What follows belongs to an exercise in optimizing a design on an open flow for small area; a production flow would make more cautious choices.
The RTL was checked by simulation tests, not by an equivalence proof against the original design.
No driver is modelled on the clock port, so clock power and skew are understated where the tree is cut down; a real chip needs a root buffer or a tree.
Power and IR drop assume default switching activity.

## job 101
Design uart_full_duplex_32bit, start of the top module:
module uart_full_duplex_32bit #(
    parameter CLK_FREQ = 32000000,
    parameter BAUD_RATE = 115200
)(
    input  wire        clk,
    input  wire        rst_n,
    input  wire        tx_start,
    input  wire [31:0] tx_data,
    output wire        tx_busy,
    output wire [31:0] rx_data,
    output wire        rx_ready,
    input  wire        rx_clear,
    input  wire        parity_even_n,    
    output wire        uart_tx,    
    input  wire        uart_rx,    
    output wire        parity_error,
    output wire        framing_error
);
Size in the first run: roughly 75 I/O pins, roughly 3200 um2 of cells after synthesis.
==> flow/config.mk <==
export PLATFORM = sky130hd
export DESIGN_NAME = uart_full_duplex_32bit
export DESIGN_NICKNAME = uart_full_duplex_32bit
export VERILOG_FILES = /design/flow/design.v
export SDC_FILE = /design/flow/constraint.sdc
export NUM_CORES = 4
export LEC_CHECK = 0
export CAP_MARGIN = 20
export CORE_MARGIN = 2
export CORE_UTILIZATION = 75
export SLEW_MARGIN = 20
==> flow/constraint.sdc <==
create_clock -name core_clock -period 10.0 [get_ports {clk}]
set_input_delay 2.0000 -clock core_clock [delete_from_list [all_inputs] [get_ports {clk}]]
set_output_delay 2.0000 -clock core_clock [all_outputs]
set_load 0.01 [all_outputs]
standard.sh (not shown) runs the stock make flow with config.mk's settings and CLKGATE_MAP_FILE= SYNTH_SCRIPT=/design/flow/synth_recipe.tcl, a recipe that flattens the netlist after the stock synthesis.
==> flow/flow/run.sh <==
#!/bin/bash
# The standard layout (standard.sh) with three changes:
#  - synthesis maps logic with an area-oriented ABC script (flow/synth_area.tcl);
#  - port buffers use the smallest buffer cell;
#  - the clock tree is one level of clock buffers, one per group of nearby
#    flip-flops, driven from the clock port (flow/manual_cts.tcl).
# Each tool's full output stays in orfs/logs/; make's output is in flow_make.log.
set -euo pipefail
HERE=$(pwd)
export AREA_ABC_SCRIPT="$HERE/flow/abc_area.script"
export BUFFER_PORTS_ARGS="-buffer_cell sky130_fd_sc_hd__buf_1"
export PRE_CTS_TCL="$HERE/flow/manual_cts.tcl"
export CLK_GROUPS=8
export CLK_ROOT=sky130_fd_sc_hd__clkbuf_4
export CLK_BUF=sky130_fd_sc_hd__clkbuf_4
export CLK_SLEW_TARGET=0.12
sed "s#SYNTH_SCRIPT=[^ ]*#SYNTH_SCRIPT=$HERE/flow/synth_area.tcl#" standard.sh > flow_standard.sh
bash flow_standard.sh > flow_make.log 2>&1
==> flow/flow/manual_cts.tcl <==
# Hook sourced before ORFS's CTS step (PRE_CTS_TCL). It replaces
# clock_tree_synthesis with a one-level clock tree: the flip-flops are split
# into CLK_GROUPS groups by position and each group gets one clock buffer,
# placed at the group's centre and driven straight from the clock port.
proc clock_tree_synthesis {args} {
  set groups [expr {[info exists ::env(CLK_GROUPS)] ? $::env(CLK_GROUPS) : 4}]
  set cell [expr {[info exists ::env(CLK_BUF)] ? $::env(CLK_BUF) : "sky130_fd_sc_hd__clkbuf_8"}]
  set block [ord::get_db_block]
  set net [$block findNet clk]
  set sinks {}
  foreach pin [get_pins -of_objects [get_nets clk]] {
    set inst [sta::sta_to_db_inst [$pin instance]]
    set loc [$inst getLocation]
    lappend sinks [list [lindex $loc 0] [lindex $loc 1] $pin]
  }
  puts "manual CTS: [llength $sinks] sinks into $groups groups of $cell"
  # split recursively along the longer side into equal halves
  set parts [list $sinks]
  while {[llength $parts] < $groups} {
    # split the largest part
    set bi 0; set bn 0
    for {set i 0} {$i < [llength $parts]} {incr i} {
      set n [llength [lindex $parts $i]]
      if {$n > $bn} { set bn $n; set bi $i }
    }
    set p [lindex $parts $bi]
    set xs [lmap s $p {lindex $s 0}]; set ys [lmap s $p {lindex $s 1}]
    set w [expr {[tcl::mathfunc::max {*}$xs] - [tcl::mathfunc::min {*}$xs]}]
    set h [expr {[tcl::mathfunc::max {*}$ys] - [tcl::mathfunc::min {*}$ys]}]
    set k [expr {$w >= $h ? 0 : 1}]
    set p [lsort -integer -index $k $p]
    set m [expr {[llength $p] / 2}]
    set parts [lreplace $parts $bi $bi [lrange $p 0 [expr {$m-1}]] [lrange $p $m end]]
  }
  set i 0
  foreach p $parts {
    set sx 0; set sy 0
    foreach s $p { set sx [expr {$sx + [lindex $s 0]}]; set sy [expr {$sy + [lindex $s 1]}] }
    set cx [ord::dbu_to_microns [expr {$sx / [llength $p]}]]
    set cy [ord::dbu_to_microns [expr {$sy / [llength $p]}]]
    set pins [lmap s $p {lindex $s 2}]
    set r [insert_buffer -buffer_cell $cell -net clk -load_pins $pins -location [list $cx $cy] \
      -buffer_name clkbuf_manual_$i -net_name clknet_manual_$i]
    set b [sta::sta_to_db_inst $r]
    foreach it [$b getITerms] {
      set n [$it getNet]
      if {$n != "NULL"} { $n setSigType CLOCK }
    }
    puts "manual CTS: group $i, [llength $p] sinks, buffer at $cx $cy"
    incr i
  }
  # With CLK_ROOT set, one more buffer of that cell, at the centre of the
  # group buffers, drives them all, so the clock port feeds a single pin.
  if {[info exists ::env(CLK_ROOT)] && $::env(CLK_ROOT) ne ""} {
    set pins {}
    set sx 0; set sy 0
    foreach pin [get_pins -of_objects [get_nets clk]] {
      set loc [[sta::sta_to_db_inst [$pin instance]] getLocation]
      set sx [expr {$sx + [lindex $loc 0]}]; set sy [expr {$sy + [lindex $loc 1]}]
      lappend pins $pin
    }
    set cx [ord::dbu_to_microns [expr {$sx / [llength $pins]}]]
    set cy [ord::dbu_to_microns [expr {$sy / [llength $pins]}]]
    set r [insert_buffer -buffer_cell $::env(CLK_ROOT) -net clk -load_pins $pins \
      -location [list $cx $cy] -buffer_name clkbuf_manual_root -net_name clknet_manual_root]
    foreach it [[sta::sta_to_db_inst $r] getITerms] {
      set n [$it getNet]
      if {$n != "NULL"} { $n setSigType CLOCK }
    }
    puts "manual CTS: root $::env(CLK_ROOT) at $cx $cy"
  }
  $net setSigType CLOCK
  # Upsize any group buffer whose flip-flops would see a clock slew above
  # CLK_SLEW_TARGET (ns) with placement-estimated wires.
  if {[info exists ::env(CLK_SLEW_TARGET)]} {
    set sizes {sky130_fd_sc_hd__clkbuf_4 sky130_fd_sc_hd__clkbuf_8 sky130_fd_sc_hd__clkbuf_16}
    set_propagated_clock [all_clocks]
    for {set pass 0} {$pass < 3} {incr pass} {
      estimate_parasitics -placement
      set changed 0
      foreach inst [get_cells clkbuf_manual_*] {
        if {[string match *root* [get_full_name $inst]]} { continue }
        set worst 0
        foreach out [get_pins -of_objects $inst -filter "direction==output"] {
          foreach p [get_pins -of_objects [get_nets -of_objects $out] -filter "direction==input"] {
            set sl [get_property $p slew_max]
            if {$sl > $worst} { set worst $sl }
          }
        }
        set ref [get_property $inst ref_name]
        set k [lsearch $sizes $ref]
        if {$worst > $::env(CLK_SLEW_TARGET) && $k >= 0 && $k < 2} {
          replace_cell $inst [lindex $sizes [expr {$k+1}]]
          puts "manual CTS: [get_full_name $inst] slew $worst, $ref -> [lindex $sizes [expr {$k+1}]]"
          set changed 1
        }
      }
      if {!$changed} { break }
    }
    unset_propagated_clock [all_clocks]
  }
}
Other scripts of this flow, unchanged in this note and not shown: flow/flow/abc_area.script, flow/flow/synth_area.tcl
Having completed the whole flow, job 101 delivered a layout that passed the timing, design-rule and antenna checks.
### job 101 -> job 102
- CORE_UTILIZATION now 45, was 75
### Flow results
Job 102 and job 101 ended up with nearly the same post-route DRC violation count.
In job 102 relative to job 101, final wirelength had gone up by a little under 10%.
Global-route usage for job 102 is lower than for job 101.
[compare] base=job 101 new=job 102: flip-flop and latch share of the layout cell area shrank by 1.2 points; final standard cell area without fillers grew by 2.2%.
Changes in job 103 relative to job 102:
- swapping 45 for 75 in CORE_UTILIZATION
==> flow/flow/run.sh <==
#!/bin/bash
# The standard layout (standard.sh) with three changes:
#  - synthesis maps logic with an area-oriented ABC script (flow/synth_area.tcl);
#  - port buffers use the smallest buffer cell;
#  - the clock tree is built by flow/manual_cts.tcl: one clock buffer per group
#    of nearby flip-flops, all driven by one root buffer on the clock port,
#    each group buffer upsized if its flip-flops' clock slew would be high.
# Each tool's full output stays in orfs/logs/; make's output is in flow_make.log.
set -euo pipefail
HERE=$(pwd)
export AREA_ABC_SCRIPT="$HERE/flow/abc_area.script"
export BUFFER_PORTS_ARGS="-buffer_cell sky130_fd_sc_hd__buf_1"
export PRE_CTS_TCL="$HERE/flow/manual_cts.tcl"
export CLK_GROUPS=8
export CLK_ROOT=sky130_fd_sc_hd__clkbuf_2
export CLK_BUF=sky130_fd_sc_hd__clkbuf_4
export CLK_SLEW_TARGET=0.12
sed "s#SYNTH_SCRIPT=[^ ]*#SYNTH_SCRIPT=$HERE/flow/synth_area.tcl#" standard.sh > flow_standard.sh
bash flow_standard.sh > flow_make.log 2>&1
-- flow/flow/manual_cts.tcl --
<<< job 102, line 1
# Hook sourced before ORFS's CTS step (PRE_CTS_TCL). It replaces
# clock_tree_synthesis with a one-level clock tree: the flip-flops are split
# into CLK_GROUPS groups by position and each group gets one clock buffer,
# placed at the group's centre and driven straight from the clock port.
proc clock_tree_synthesis {args} {
  set groups [expr {[info exists ::env(CLK_GROUPS)] ? $::env(CLK_GROUPS) : 4}]
>>> job 103, line 1
# Hook sourced before ORFS's CTS step (PRE_CTS_TCL). It replaces
# clock_tree_synthesis with a small two-level clock tree: the flip-flops are
# split into CLK_GROUPS groups by position, each group gets one CLK_BUF clock
# buffer at its centre, and (with CLK_ROOT set) one root buffer on the clock
# port drives all group buffers. With CLK_SLEW_TARGET set, a group buffer
# whose flip-flops would see a larger clock slew (placement estimate, after
# legalisation) is upsized.
proc clock_tree_synthesis {args} {
  set groups [expr {[info exists ::env(CLK_GROUPS)] ? $::env(CLK_GROUPS) : 4}]
<<< job 102, line 77
    set_propagated_clock [all_clocks]
    for {set pass 0} {$pass < 3} {incr pass} {
      estimate_parasitics -placement
      set changed 0
>>> job 103, line 80
    set_propagated_clock [all_clocks]
    for {set pass 0} {$pass < 3} {incr pass} {
      # measure with the buffers where legalisation puts them
      detailed_placement
      estimate_parasitics -placement
      set changed 0
==> comparison <==
- Between job 103 and job 102, the area used by multi-input combinational logic does not differ in any meaningful way.
- Job 102 → job 103: wire length after detailed routing lost 450 um; total non-filler cell area in the finished layout lost 2.2%; power of the clock network lost about 10%; number of DRC markers in iteration 0 picked up an extra 110%; final estimated routing congestion in global placement picked up an extra 20%.
- Job 103 against job 102; highest clock frequency the design can meet is down slightly.
- The later-pin clock latency in the skew report in job 103 was higher than what job 102 gave.
- Final non-filler cell total: job 103 < job 102
- Job 103 leaves less setup margin than job 102.
- Compared job 103 against job 102; DRC violations left within noise.
#### Input delta (job 104 over job 103)
- CORE_UTILIZATION: 75 -> 60
- GPL_TIMING_DRIVEN: unset -> 0
==> flow/flow/run.sh <==
#!/bin/bash
# The standard layout (standard.sh) with three changes:
#  - synthesis maps logic with an area-oriented ABC script (flow/synth_area.tcl);
#  - port buffers use the smallest buffer cell;
#  - the clock tree is one level of clock buffers, one per group of nearby
#    flip-flops, driven from the clock port (flow/manual_cts.tcl).
# Each tool's full output stays in orfs/logs/; make's output is in flow_make.log.
set -euo pipefail
HERE=$(pwd)
export AREA_ABC_SCRIPT="$HERE/flow/abc_area.script"
export BUFFER_PORTS_ARGS="-buffer_cell sky130_fd_sc_hd__buf_1"
export PRE_CTS_TCL="$HERE/flow/manual_cts.tcl"
export CLK_GROUPS=8
export CLK_ROOT=sky130_fd_sc_hd__clkbuf_4
export CLK_BUF=sky130_fd_sc_hd__clkbuf_4
export CLK_SLEW_TARGET=0.12
sed "s#SYNTH_SCRIPT=[^ ]*#SYNTH_SCRIPT=$HERE/flow/synth_area.tcl#" standard.sh > flow_standard.sh
bash flow_standard.sh > flow_make.log 2>&1
-- flow/flow/manual_cts.tcl --
<<< job 103, line 1
# Hook sourced before ORFS's CTS step (PRE_CTS_TCL). It replaces
# clock_tree_synthesis with a small two-level clock tree: the flip-flops are
# split into CLK_GROUPS groups by position, each group gets one CLK_BUF clock
# buffer at its centre, and (with CLK_ROOT set) one root buffer on the clock
# port drives all group buffers. With CLK_SLEW_TARGET set, a group buffer
# whose flip-flops would see a larger clock slew (placement estimate, after
# legalisation) is upsized.
proc clock_tree_synthesis {args} {
  set groups [expr {[info exists ::env(CLK_GROUPS)] ? $::env(CLK_GROUPS) : 4}]
>>> job 104, line 1
# Hook sourced before ORFS's CTS step (PRE_CTS_TCL). It replaces
# clock_tree_synthesis with a one-level clock tree: the flip-flops are split
# into CLK_GROUPS groups by position and each group gets one clock buffer,
# placed at the group's centre and driven straight from the clock port.
proc clock_tree_synthesis {args} {
  set groups [expr {[info exists ::env(CLK_GROUPS)] ? $::env(CLK_GROUPS) : 4}]
<<< job 103, line 80
    set_propagated_clock [all_clocks]
    for {set pass 0} {$pass < 3} {incr pass} {
      # measure with the buffers where legalisation puts them
      detailed_placement
      estimate_parasitics -placement
      set changed 0
>>> job 104, line 77
    set_propagated_clock [all_clocks]
    for {set pass 0} {$pass < 3} {incr pass} {
      estimate_parasitics -placement
      set changed 0
[summary]
In job 104, final period utilization is lower than in job 103.
Between job 104 and job 103, the difference in proportion of power drawn by combinational gates is negligible.
Job 104 leaves more setup margin than job 103.
The design area of job 104 exceeds that of job 103 by 280 um2.
As far as critical path depth goes, job 103 and job 104 are indistinguishable; the numbers are identical.
Register cell area after layout of job 104 is on par with job 103.
No run of this note takes its clock network from TritonCTS; it comes from the design's own scripts or RTL.

==> separate check: timing with driven ports <==
How much do the figures lean on ideal ports? The routed layouts below were timed once more, with nothing changed but the port constraints. Step 1: set_driving_cell puts a clkbuf_16 on clk and a buf_2 on each other input, an assumption about the parent block. Step 2 adds t to the input delays and takes it off the output delays; t is the mean of the earliest and latest rising clock arrival at the registers after step 1. Input paths then give back, and output paths get back, about the clock's delay inside the block. a / b / c = no drivers / after step 1 / after step 2; a / b = the first two.
run	t (ns)	setup slack, ns	hold WS [ns]	slew at the worst register clock pin (ns)	worst slew at a driven data input, ns
job 101	0.435	6.588 / 6.562 / 6.997	0.366 / 0.366 / 0.366	0.12 / 0.12	0.04
job 102	0.431	6.570 / 6.545 / 6.976	0.368 / 0.368 / 0.368	0.11 / 0.11	0.04
job 103	0.524	6.506 / 6.481 / 7.004	0.366 / 0.366 / 0.366	0.12 / 0.12	0.04
job 104	0.423	6.564 / 6.536 / 6.959	0.364 / 0.364 / 0.364	0.12 / 0.12	0.03
After both steps every run listed still meets setup and hold.
